Source: an optimization exercise on an open RTL-to-GDS flow (aim: small area). Production flows keep margins and buffers that such runs may drop. Only simulation tests tie the RTL to the original design; equivalence was not proved. No activity file was given, so power comes from the tool's default toggle rates.

==> inputs of trial 13 <==
==> flow/design.v (excerpt) <==
module top (
    input clk,
    input rst,
    input up,
    input down,
    input raw_entry,
    input raw_exit,
    input [7:0] rate,
    output [6:0] seg_car,
    output [6:0] seg_cost1,
    output [6:0] seg_cost0,
    output full,
    output empty,
    output alarm
);
==> module tab_r, before the edit <==
module tab_r (input [4:0] i, output [5:0] o);
    wire g_new_n12;
    wire g_new_n13;
    wire g_new_n14;
    wire g_new_n15;
    wire g_new_n16;
    wire g_new_n17;
    wire g_new_n18;
    wire g_new_n19;
    wire g_new_n20;
    wire g_new_n21;
    wire g_new_n22;
    wire g_new_n23;
    wire g_new_n24;
    wire g_new_n25;
    wire g_new_n26;
    wire g_new_n27;
    wire g_new_n28;
    wire g_new_n29;
    wire g_new_n30;
    wire g_new_n31;
    wire g_new_n32;
    wire g_new_n33;
    wire g_new_n35;
    wire g_new_n36;
    wire g_new_n39;
    wire g_new_n41;
    assign g_new_n12 = (~i[1]);
    assign g_new_n13 = (~i[3]&~g_new_n12);
    assign g_new_n14 = (~i[2]);
    assign g_new_n15 = (~i[4]&~g_new_n14);
    assign g_new_n16 = (~i[3]);
    assign g_new_n17 = (~i[1]&~g_new_n16);
    assign g_new_n18 = (~i[4]&~g_new_n17);
    assign g_new_n19 = (~g_new_n14&~g_new_n12);
    assign g_new_n20 = (~g_new_n19);
    assign g_new_n21 = (~i[3]&~g_new_n20) | (~i[2]&~g_new_n18);
    assign g_new_n22 = (~g_new_n21);
    assign g_new_n23 = (~g_new_n13&~g_new_n15) | (~g_new_n22);
    assign g_new_n24 = (~i[4]&~g_new_n17) | (~i[1]&~g_new_n17);
    assign g_new_n25 = (~g_new_n23) | (~g_new_n24);
    assign g_new_n26 = (~i[0]);
    assign g_new_n27 = (~g_new_n15) | (~g_new_n16);
    assign g_new_n28 = (~i[2]&~i[1]) | (~g_new_n16);
    assign g_new_n29 = (~g_new_n28&~g_new_n19) | (~i[4]&~g_new_n19);
    assign g_new_n30 = (~g_new_n29) | (~g_new_n27);
    assign g_new_n31 = (~g_new_n26&~g_new_n30);
    assign g_new_n32 = (~g_new_n30);
    assign g_new_n33 = (~i[0]&~g_new_n22) | (~i[0]&~g_new_n32) | (~g_new_n24&~g_new_n22) | (~g_new_n24&~g_new_n32);
    assign o[5] = (~g_new_n31&~g_new_n33) | (~g_new_n25);
    assign g_new_n35 = (~g_new_n24&~g_new_n32);
    assign g_new_n36 = (~i[0]&~g_new_n23);
    assign o[4] = (~i[0]&~g_new_n35&~g_new_n36) | (~g_new_n21&~g_new_n35&~g_new_n36);
    assign o[3] = (~g_new_n31&~g_new_n33);
    assign g_new_n39 = (~g_new_n19&~i[4]) | (~i[3]&~i[4]);
    assign o[2] = (~g_new_n39&~g_new_n35);
    assign g_new_n41 = (~g_new_n29) | (~i[3]);
    assign o[1] = (~g_new_n41) | (~g_new_n27);
    assign o[0] = (~g_new_n21&~g_new_n30) | (~g_new_n26&~g_new_n30);
endmodule
==> module tab_units, before the edit <==
module tab_units (input [4:0] i, output [7:0] o);
    wire g_new_n14;
    wire g_new_n15;
    wire g_new_n16;
    wire g_new_n17;
    wire g_new_n18;
    wire g_new_n19;
    wire g_new_n21;
    wire g_new_n22;
    wire g_new_n23;
    wire g_new_n24;
    wire g_new_n25;
    wire g_new_n26;
    wire g_new_n27;
    wire g_new_n29;
    wire g_new_n30;
    wire g_new_n31;
    wire g_new_n34;
    wire g_new_n35;
    wire g_new_n38;
    wire g_new_n40;
    assign g_new_n14 = (~i[4]) | (~i[2]);
    assign g_new_n15 = (~i[2]);
    assign g_new_n16 = (~i[3]);
    assign g_new_n17 = (~i[1]);
    assign g_new_n18 = (~g_new_n16&~g_new_n17) | (~i[4]&~i[2]);
    assign g_new_n19 = (~g_new_n18) | (~i[3]) | (~g_new_n15);
    assign o[7] = (~i[3]&~g_new_n14) | (~g_new_n19);
    assign g_new_n21 = (~i[4]&~g_new_n17) | (~g_new_n18);
    assign g_new_n22 = (~g_new_n21);
    assign g_new_n23 = (~g_new_n22) | (~i[0]);
    assign g_new_n24 = (~g_new_n16&~g_new_n17);
    assign g_new_n25 = (~i[3]&~i[1]&~g_new_n14);
    assign g_new_n26 = (~g_new_n14&~g_new_n24&~g_new_n25);
    assign g_new_n27 = (~g_new_n26);
    assign o[3] = (~i[0]&~g_new_n27) | (~g_new_n23);
    assign g_new_n29 = (~i[2]&~g_new_n17);
    assign g_new_n30 = (~g_new_n16&~g_new_n29);
    assign g_new_n31 = (~g_new_n22) | (~g_new_n30);
    assign o[6] = (o[3]&g_new_n31);
    assign o[5] = (~g_new_n27&~o[3]) | (~g_new_n31&~o[3]);
    assign g_new_n34 = (~i[4]&~i[3]);
    assign g_new_n35 = (~g_new_n29&~g_new_n25) | (~g_new_n34&~g_new_n25);
    assign o[4] = (~i[0]&~g_new_n35);
    assign o[1] = (~g_new_n23) | (~g_new_n35);
    assign g_new_n38 = (~o[1]) | (~i[0]);
    assign o[2] = (~g_new_n38) | (~g_new_n27);
    assign g_new_n40 = (~i[3]&~g_new_n22) | (~g_new_n15&~g_new_n22);
    assign o[0] = (~g_new_n40&~o[5]);
endmodule
Settings: LEC_CHECK=0, ABC_AREA=1, CAP_MARGIN=20, CORE_MARGIN=2, CORE_UTILIZATION=40, SLEW_MARGIN=20, SYNTH_HIERARCHICAL=1; clock period 50.0 ns.
standard.sh (not shown) runs the stock make flow with config.mk's settings and CLKGATE_MAP_FILE= SYNTH_SCRIPT=/design/flow/synth_recipe.tcl, a recipe that flattens the netlist after the stock synthesis.
==> flow/flow/run.sh <==
#!/bin/bash
# Own layout flow: the standard flow, with
#  - port buffers of the smallest buffer cell,
#  - a clock tree of mid-size clock buffers without dummy loads,
#  - every combinational cell swapped to its smallest drive strength after floorplan
#    (the flow's timing repair upsizes again wherever timing needs it).
# Each tool's output goes to a log file of its own in the work folder.
set -euo pipefail
R=orfs/results/${FLOW_PLATFORM:-sky130hd}/top/base
bash standard.sh synth > synth.log 2>&1
bash standard.sh floorplan > floorplan.log 2>&1
DS_ODB=$R/2_floorplan.odb openroad -no_init -exit flow/downsize.tcl > downsize.log 2>&1
bash standard.sh finish \
  'BUFFER_PORTS_ARGS=-buffer_cell sky130_fd_sc_hd__buf_1' \
  'CTS_ARGS=-buf_list sky130_fd_sc_hd__clkbuf_8 -sink_clustering_enable -sink_clustering_size 30 -sink_clustering_max_diameter 200 -dont_use_dummy_load -repair_clock_nets' \
  > finish.log 2>&1
==> flow/flow/downsize.tcl <==
# Swap every combinational cell for the smallest-area cell of the same family
# (same logic function, lower drive strength). Timing is repaired later by the flow.
read_db $::env(DS_ODB)
set db [ord::get_db]
set block [[$db getChip] getBlock]
set dont_use {}
proc area_of {m} { return [expr {[$m getWidth] * [$m getHeight]}] }
set fam [dict create]
foreach lib [$db getLibs] {
  foreach m [$lib getMasters] {
    set n [$m getName]
    if {[lsearch -exact $dont_use $n] >= 0} continue
    if {![regexp {^(sky130_fd_sc_hd__[a-z0-9]+)_([0-9]+)$} $n -> base drv]} continue
    dict lappend fam $base $m
  }
}
set swapped 0
set saved 0
foreach inst [$block getInsts] {
  set m [$inst getMaster]
  set n [$m getName]
  if {![regexp {^(sky130_fd_sc_hd__[a-z0-9]+)_([0-9]+)$} $n -> base drv]} continue
  if {[regexp {^sky130_fd_sc_hd__(df|edf|sdf|dl|clk|tap|fill|decap|conb|dlygate|dlymetal|lpflow|probe|diode)} $n]} continue
  if {![dict exists $fam $base]} continue
  set best $m
  foreach c [dict get $fam $base] {
    if {[area_of $c] < [area_of $best]} { set best $c }
  }
  if {$best ne $m} {
    set saved [expr {$saved + [area_of $m] - [area_of $best]}]
    $inst swapMaster $best
    incr swapped
  }
}
puts "downsize: swapped $swapped cells, saved [expr {$saved / 1e6}] um2"
write_db $::env(DS_ODB)
==> trial 28: changes against trial 13 <==
==> flow/flow/run.sh (replaced) <==
#!/bin/bash
# Own layout flow: the standard flow, with
#  - the standard synthesis's gates re-mapped for area by abc (registers, full and
#    half adder cells and all names kept: only the gates between them change),
#  - every combinational cell swapped to its smallest drive strength after floorplan
#    (the flow's timing repair upsizes again wherever timing needs it),
#  - port buffers of the smallest buffer cell,
#  - a clock tree of mid-size clock buffers without dummy loads.
# Each tool's output goes to a log file of its own in the work folder.
set -euo pipefail
R=orfs/results/${FLOW_PLATFORM:-sky130hd}/top/base
LIB=$FLOW_HOME/platforms/sky130hd/lib/sky130_fd_sc_hd__tt_025C_1v80.lib
bash standard.sh synth > synth.log 2>&1
cp $R/1_2_yosys.v standard_synth.v
python3 flow/combcells.py $LIB combcells.v dontuse.txt > combcells.log 2>&1
yosys -p "read_liberty -lib $LIB; read_verilog standard_synth.v; read_verilog combcells.v; hierarchy -top top; flatten; delete t:\$scopeinfo; opt -purge; techmap; opt -fast -purge; abc -script flow/remap.abc -liberty $LIB $(cat dontuse.txt); opt_clean -purge; hilomap -singleton -hicell sky130_fd_sc_hd__conb_1 HI -locell sky130_fd_sc_hd__conb_1 LO; splitnets; opt_clean -purge; insbuf -buf sky130_fd_sc_hd__buf_1 A X; tee -o remap_stat.txt stat -liberty $LIB; write_verilog -noattr -noexpr -nohex -nodec remapped.v" > remap.log 2>&1
cp remapped.v $R/1_2_yosys.v
rm -f $R/1_synth.odb $R/1_synth.sdc
bash standard.sh synth > synth_odb.log 2>&1
bash standard.sh floorplan > floorplan.log 2>&1
DS_ODB=$R/2_floorplan.odb openroad -no_init -exit flow/downsize.tcl > downsize.log 2>&1
bash standard.sh finish \
  'BUFFER_PORTS_ARGS=-buffer_cell sky130_fd_sc_hd__buf_1' \
  'CTS_ARGS=-buf_list sky130_fd_sc_hd__clkbuf_8 -sink_clustering_enable -sink_clustering_size 30 -sink_clustering_max_diameter 200 -dont_use_dummy_load -repair_clock_nets' \
  > finish.log 2>&1
==> flow/flow/combcells.py (new file) <==
#!/usr/bin/env python3
"""Write Verilog models (one assign each) of the platform's single-output combinational
cells, so that yosys can re-map the synthesized netlist's gates; and the list of
don't-use cells for abc. Usage: combcells.py LIB out.v dontuse.txt"""
import re, sys
lib = open(sys.argv[1]).read()
skip = r'__(fa|ha|fah|conb|tap|fill|decap|diode|probe|lpflow|df|edf|sdf|dl|sedf|clkdly|dlygate|dlymetal|ebuf|einv|clkinvlp|macro)'
out, dont = [], []
for part in re.split(r'\n\s*cell\s*\(', lib)[1:]:
    name = re.match(r'\s*"?(\w+)"?', part).group(1)
    if re.search(r'__(probe|lpflow)', name):
        dont.append(name)
    if re.search(skip, name):
        continue
    ins, outs = [], []
    for m in re.finditer(r'pin\s*\(\s*"?(\w+)"?\s*\)\s*\{(.*?)\n\s*\}', part, re.S):
        body = m.group(2)
        d = re.search(r'direction\s*:\s*"?(\w+)', body)
        if not d:
            continue
        if d.group(1) == 'input':
            ins.append(m.group(1))
        elif d.group(1) == 'output':
            f = re.search(r'function\s*:\s*"([^"]*)"', body)
            outs.append((m.group(1), f.group(1) if f else None))
    if len(outs) != 1 or outs[0][1] is None:
        continue
    o, f = outs[0]
    e = f.replace('!', '~').replace('*', '&').replace('+', '|')
    out.append('module %s(%s);\n%s\n  output %s;\n  assign %s = %s;\nendmodule'
               % (name, ', '.join(ins + [o]), '\n'.join('  input %s;' % i for i in ins), o, o, e))
open(sys.argv[2], 'w').write('\n'.join(out) + '\n')
open(sys.argv[3], 'w').write(' '.join('-dont_use ' + d for d in dont) + '\n')
==> flow/flow/remap.abc (new file) <==
strash
dch
amap
&get -n
&st
&dch
&nf -R 1000
&put
==> trial 71: changes against trial 13 <==
--- a/flow/design.v
+++ b/flow/design.v
@@ -470,52 +470,52 @@
     wire g_new_n21;
     wire g_new_n22;
     wire g_new_n23;
-    wire g_new_n24;
     wire g_new_n25;
     wire g_new_n26;
     wire g_new_n27;
     wire g_new_n28;
     wire g_new_n29;
     wire g_new_n30;
-    wire g_new_n31;
     wire g_new_n32;
     wire g_new_n33;
+    wire g_new_n34;
     wire g_new_n35;
     wire g_new_n36;
+    wire g_new_n37;
     wire g_new_n39;
-    wire g_new_n41;
-    assign g_new_n12 = (~i[1]);
-    assign g_new_n13 = (~i[3]&~g_new_n12);
+    wire g_new_n40;
+    assign g_new_n12 = (~i[0]);
+    assign g_new_n13 = (~g_new_n12) | (~i[2]);
     assign g_new_n14 = (~i[2]);
-    assign g_new_n15 = (~i[4]&~g_new_n14);
-    assign g_new_n16 = (~i[3]);
-    assign g_new_n17 = (~i[1]&~g_new_n16);
-    assign g_new_n18 = (~i[4]&~g_new_n17);
-    assign g_new_n19 = (~g_new_n14&~g_new_n12);
-    assign g_new_n20 = (~g_new_n19);
-    assign g_new_n21 = (~i[3]&~g_new_n20) | (~i[2]&~g_new_n18);
-    assign g_new_n22 = (~g_new_n21);
-    assign g_new_n23 = (~g_new_n13&~g_new_n15) | (~g_new_n22);
-    assign g_new_n24 = (~i[4]&~g_new_n17) | (~i[1]&~g_new_n17);
-    assign g_new_n25 = (~g_new_n23) | (~g_new_n24);
-    assign g_new_n26 = (~i[0]);
-    assign g_new_n27 = (~g_new_n15) | (~g_new_n16);
-    assign g_new_n28 = (~i[2]&~i[1]) | (~g_new_n16);
-    assign g_new_n29 = (~g_new_n28&~g_new_n19) | (~i[4]&~g_new_n19);
-    assign g_new_n30 = (~g_new_n29) | (~g_new_n27);
-    assign g_new_n31 = (~g_new_n26&~g_new_n30);
-    assign g_new_n32 = (~g_new_n30);
-    assign g_new_n33 = (~i[0]&~g_new_n22) | (~i[0]&~g_new_n32) | (~g_new_n24&~g_new_n22) | (~g_new_n24&~g_new_n32);
-    assign o[5] = (~g_new_n31&~g_new_n33) | (~g_new_n25);
-    assign g_new_n35 = (~g_new_n24&~g_new_n32);
-    assign g_new_n36 = (~i[0]&~g_new_n23);
-    assign o[4] = (~i[0]&~g_new_n35&~g_new_n36) | (~g_new_n21&~g_new_n35&~g_new_n36);
-    assign o[3] = (~g_new_n31&~g_new_n33);
-    assign g_new_n39 = (~g_new_n19&~i[4]) | (~i[3]&~i[4]);
-    assign o[2] = (~g_new_n39&~g_new_n35);
-    assign g_new_n41 = (~g_new_n29) | (~i[3]);
-    assign o[1] = (~g_new_n41) | (~g_new_n27);
-    assign o[0] = (~g_new_n21&~g_new_n30) | (~g_new_n26&~g_new_n30);
+    assign g_new_n15 = (~g_new_n14) | (~i[0]);
+    assign g_new_n16 = (~g_new_n13) | (~g_new_n15);
+    assign g_new_n17 = (~i[4]&~g_new_n16);
+    assign g_new_n18 = (~g_new_n17);
+    assign g_new_n19 = (~i[1]);
+    assign g_new_n20 = (~i[3]&~g_new_n18) | (~g_new_n19&~g_new_n18);
+    assign g_new_n21 = (~i[4]);
+    assign g_new_n22 = (~i[3]);
+    assign g_new_n23 = (~g_new_n21&~g_new_n12) | (~g_new_n22) | (~g_new_n14) | (~i[1]);
+    assign o[5] = (~g_new_n18&~g_new_n20) | (~g_new_n23&~g_new_n20);
+    assign g_new_n25 = (~g_new_n15) | (~i[1]);
+    assign g_new_n26 = (~g_new_n13) | (~g_new_n19);
+    assign g_new_n27 = (~g_new_n25&~g_new_n22) | (~g_new_n26&~g_new_n22);
+    assign g_new_n28 = (~g_new_n25) | (~g_new_n22);
+    assign g_new_n29 = (~g_new_n28) | (~g_new_n21);
+    assign g_new_n30 = (~g_new_n18) | (~g_new_n19) | (~g_new_n13);
+    assign o[4] = (~g_new_n30&~g_new_n27) | (~g_new_n29&~g_new_n27);
+    assign g_new_n32 = (~g_new_n19) | (~i[3]);
+    assign g_new_n33 = (~i[1]&~g_new_n21) | (~i[2]) | (~g_new_n32);
+    assign g_new_n34 = (~g_new_n28) | (~i[4]);
+    assign g_new_n35 = (~g_new_n34) | (~g_new_n33);
+    assign g_new_n36 = (~i[0]&~g_new_n32) | (~g_new_n21&~i[1]);
+    assign g_new_n37 = (~g_new_n36) | (~g_new_n16);
+    assign o[3] = (~g_new_n35&~g_new_n37) | (g_new_n20);
+    assign g_new_n39 = (~i[3]&~i[4]) | (~i[2]&~i[4]) | (~i[1]&~i[4]);
+    assign g_new_n40 = (~g_new_n33) | (~g_new_n22);
+    assign o[2] = (~g_new_n40&~g_new_n39) | (~i[4]&~g_new_n39);
+    assign o[1] = (i[3]&g_new_n39) | (i[2]&g_new_n39);
+    assign o[0] = (~g_new_n14&~g_new_n35) | (~g_new_n36&~g_new_n35);
 endmodule
 module tab_q (input [4:0] i, output [2:0] o);
     wire g_new_n9;
@@ -564,7 +564,7 @@
     wire g_new_n16;
     wire g_new_n17;
     wire g_new_n18;
-    wire g_new_n19;
+    wire g_new_n20;
     wire g_new_n21;
     wire g_new_n22;
     wire g_new_n23;
@@ -572,41 +572,39 @@
     wire g_new_n25;
     wire g_new_n26;
     wire g_new_n27;
-    wire g_new_n29;
+    wire g_new_n28;
     wire g_new_n30;
     wire g_new_n31;
+    wire g_new_n32;
     wire g_new_n34;
-    wire g_new_n35;
     wire g_new_n38;
-    wire g_new_n40;
-    assign g_new_n14 = (~i[4]) | (~i[2]);
-    assign g_new_n15 = (~i[2]);
-    assign g_new_n16 = (~i[3]);
-    assign g_new_n17 = (~i[1]);
-    assign g_new_n18 = (~g_new_n16&~g_new_n17) | (~i[4]&~i[2]);
-    assign g_new_n19 = (~g_new_n18) | (~i[3]) | (~g_new_n15);
-    assign o[7] = (~i[3]&~g_new_n14) | (~g_new_n19);
-    assign g_new_n21 = (~i[4]&~g_new_n17) | (~g_new_n18);
-    assign g_new_n22 = (~g_new_n21);
-    assign g_new_n23 = (~g_new_n22) | (~i[0]);
-    assign g_new_n24 = (~g_new_n16&~g_new_n17);
-    assign g_new_n25 = (~i[3]&~i[1]&~g_new_n14);
-    assign g_new_n26 = (~g_new_n14&~g_new_n24&~g_new_n25);
-    assign g_new_n27 = (~g_new_n26);
-    assign o[3] = (~i[0]&~g_new_n27) | (~g_new_n23);
-    assign g_new_n29 = (~i[2]&~g_new_n17);
-    assign g_new_n30 = (~g_new_n16&~g_new_n29);
-    assign g_new_n31 = (~g_new_n22) | (~g_new_n30);
-    assign o[6] = (o[3]&g_new_n31);
-    assign o[5] = (~g_new_n27&~o[3]) | (~g_new_n31&~o[3]);
-    assign g_new_n34 = (~i[4]&~i[3]);
-    assign g_new_n35 = (~g_new_n29&~g_new_n25) | (~g_new_n34&~g_new_n25);
-    assign o[4] = (~i[0]&~g_new_n35);
-    assign o[1] = (~g_new_n23) | (~g_new_n35);
-    assign g_new_n38 = (~o[1]) | (~i[0]);
-    assign o[2] = (~g_new_n38) | (~g_new_n27);
-    assign g_new_n40 = (~i[3]&~g_new_n22) | (~g_new_n15&~g_new_n22);
-    assign o[0] = (~g_new_n40&~o[5]);
+    assign g_new_n14 = (~i[4]);
+    assign g_new_n15 = (~i[3]);
+    assign g_new_n16 = (~i[2]);
+    assign g_new_n17 = (~g_new_n15) | (~g_new_n16);
+    assign g_new_n18 = (~i[2]&~i[1]) | (~g_new_n14);
+    assign o[7] = (~g_new_n14&~g_new_n17) | (~g_new_n14&~g_new_n18) | (~g_new_n15&~g_new_n17) | (~g_new_n15&~g_new_n18);
+    assign g_new_n20 = (~g_new_n15&~i[4]) | (~i[1]&~i[4]);
+    assign g_new_n21 = (~i[1]);
+    assign g_new_n22 = (~i[3]&~g_new_n14&~g_new_n21);
+    assign g_new_n23 = (~g_new_n20&~g_new_n22);
+    assign g_new_n24 = (~i[0]);
+    assign g_new_n25 = (~g_new_n21&~g_new_n16) | (~i[3]&~g_new_n16);
+    assign g_new_n26 = (~g_new_n20) | (~g_new_n25);
+    assign g_new_n27 = (~g_new_n17&~g_new_n22) | (~g_new_n18&~g_new_n22);
+    assign g_new_n28 = (~g_new_n27);
+    assign o[2] = (~g_new_n24&~g_new_n28) | (~g_new_n26);
+    assign g_new_n30 = (~g_new_n20&~g_new_n22) | (~g_new_n16);
+    assign g_new_n31 = (~i[4]&~g_new_n25);
+    assign g_new_n32 = (~g_new_n23) | (~i[0]);
+    assign o[0] = (~g_new_n31&~g_new_n32&~g_new_n28) | (~g_new_n30);
+    assign g_new_n34 = (~g_new_n24&~o[0]) | (~o[2]);
+    assign o[6] = (~g_new_n23&~g_new_n34);
+    assign o[3] = (~g_new_n34);
+    assign o[5] = (~g_new_n28&~g_new_n31&~o[3]);
+    assign g_new_n38 = (~g_new_n30) | (~g_new_n31);
+    assign o[4] = (~i[0]&~g_new_n38);
+    assign o[1] = (~g_new_n24&~g_new_n34) | (~g_new_n38);
 endmodule
 module tab_tens (input [3:0] i, output [6:0] o);
     wire g_new_n12;
- ABC_AREA: 1 -> not set
==> comparison table <==
quantity	trial 28	trial 71	trial 13
Result of the run	no timing/DRC/antenna violations	no timing/DRC/antenna violations	no timing/DRC/antenna violations
First-iteration detailed-routing DRC count	200	263	371
Clock Power	39.8 µW	39.2 µW	40.0 µW
Buffers excl. clock	38	37	42
Final Wtd Congestion	0.831	0.822	0.805
Complex-gate fraction of the synthesized area	-	6.17%	5.14%
Most frequent cell after synthesis	-	sky130_fd_sc_hd__nor2_1	sky130_fd_sc_hd__nor2_1
Switching part of the total	38.1%	44.8%	38.3%
Cell count after synthesis	589	673	741
Hold EP	x2	x2	e2
Placement Cell Area	0.00731 mm²	0.00780 mm²	0.00770 mm²
Worst reg-to-reg setup slack	47320 ps	47910 ps	47900 ps
Via density	5.26	5.25	4.99
Post-synthesis mux area share	-	3.23%	0%
TritonRoute pass-1 iters	5	4	5

re-timing with driven ports:
No port has a modelled driver above. Below, the same layouts with a new extraction and two added sets of constraints.
Step 1 sets driving cells, clkbuf_16 on the clock port and buf_2 on the other inputs (assumed; they add their load-dependent delay and slew).
Step 2 moves the port delays by t, midway between the first and last clock arrival at a register: inputs arrive t later, outputs are due t later. That takes back most of the time a late clock gives input paths.
a / b / c = ideal ports / drivers / drivers and shift; a / b = the first two.
run | t, ns | setup WS [ns] | clock arrival spread, ns
trial 13 | 0.390 | 18.150 / 18.128 / 18.128 | 0.017 / 0.017
trial 28 | 0.389 | 18.188 / 18.164 / 18.164 | 0.029 / 0.029
trial 71 | 0.383 | 17.179 / 17.149 / 17.149 | 0.018 / 0.019
After both steps every run listed still meets setup and hold. The setup slack of trial 71, which loses most, moves by -0.030 ns with the drivers and by -0.030 ns with both steps.
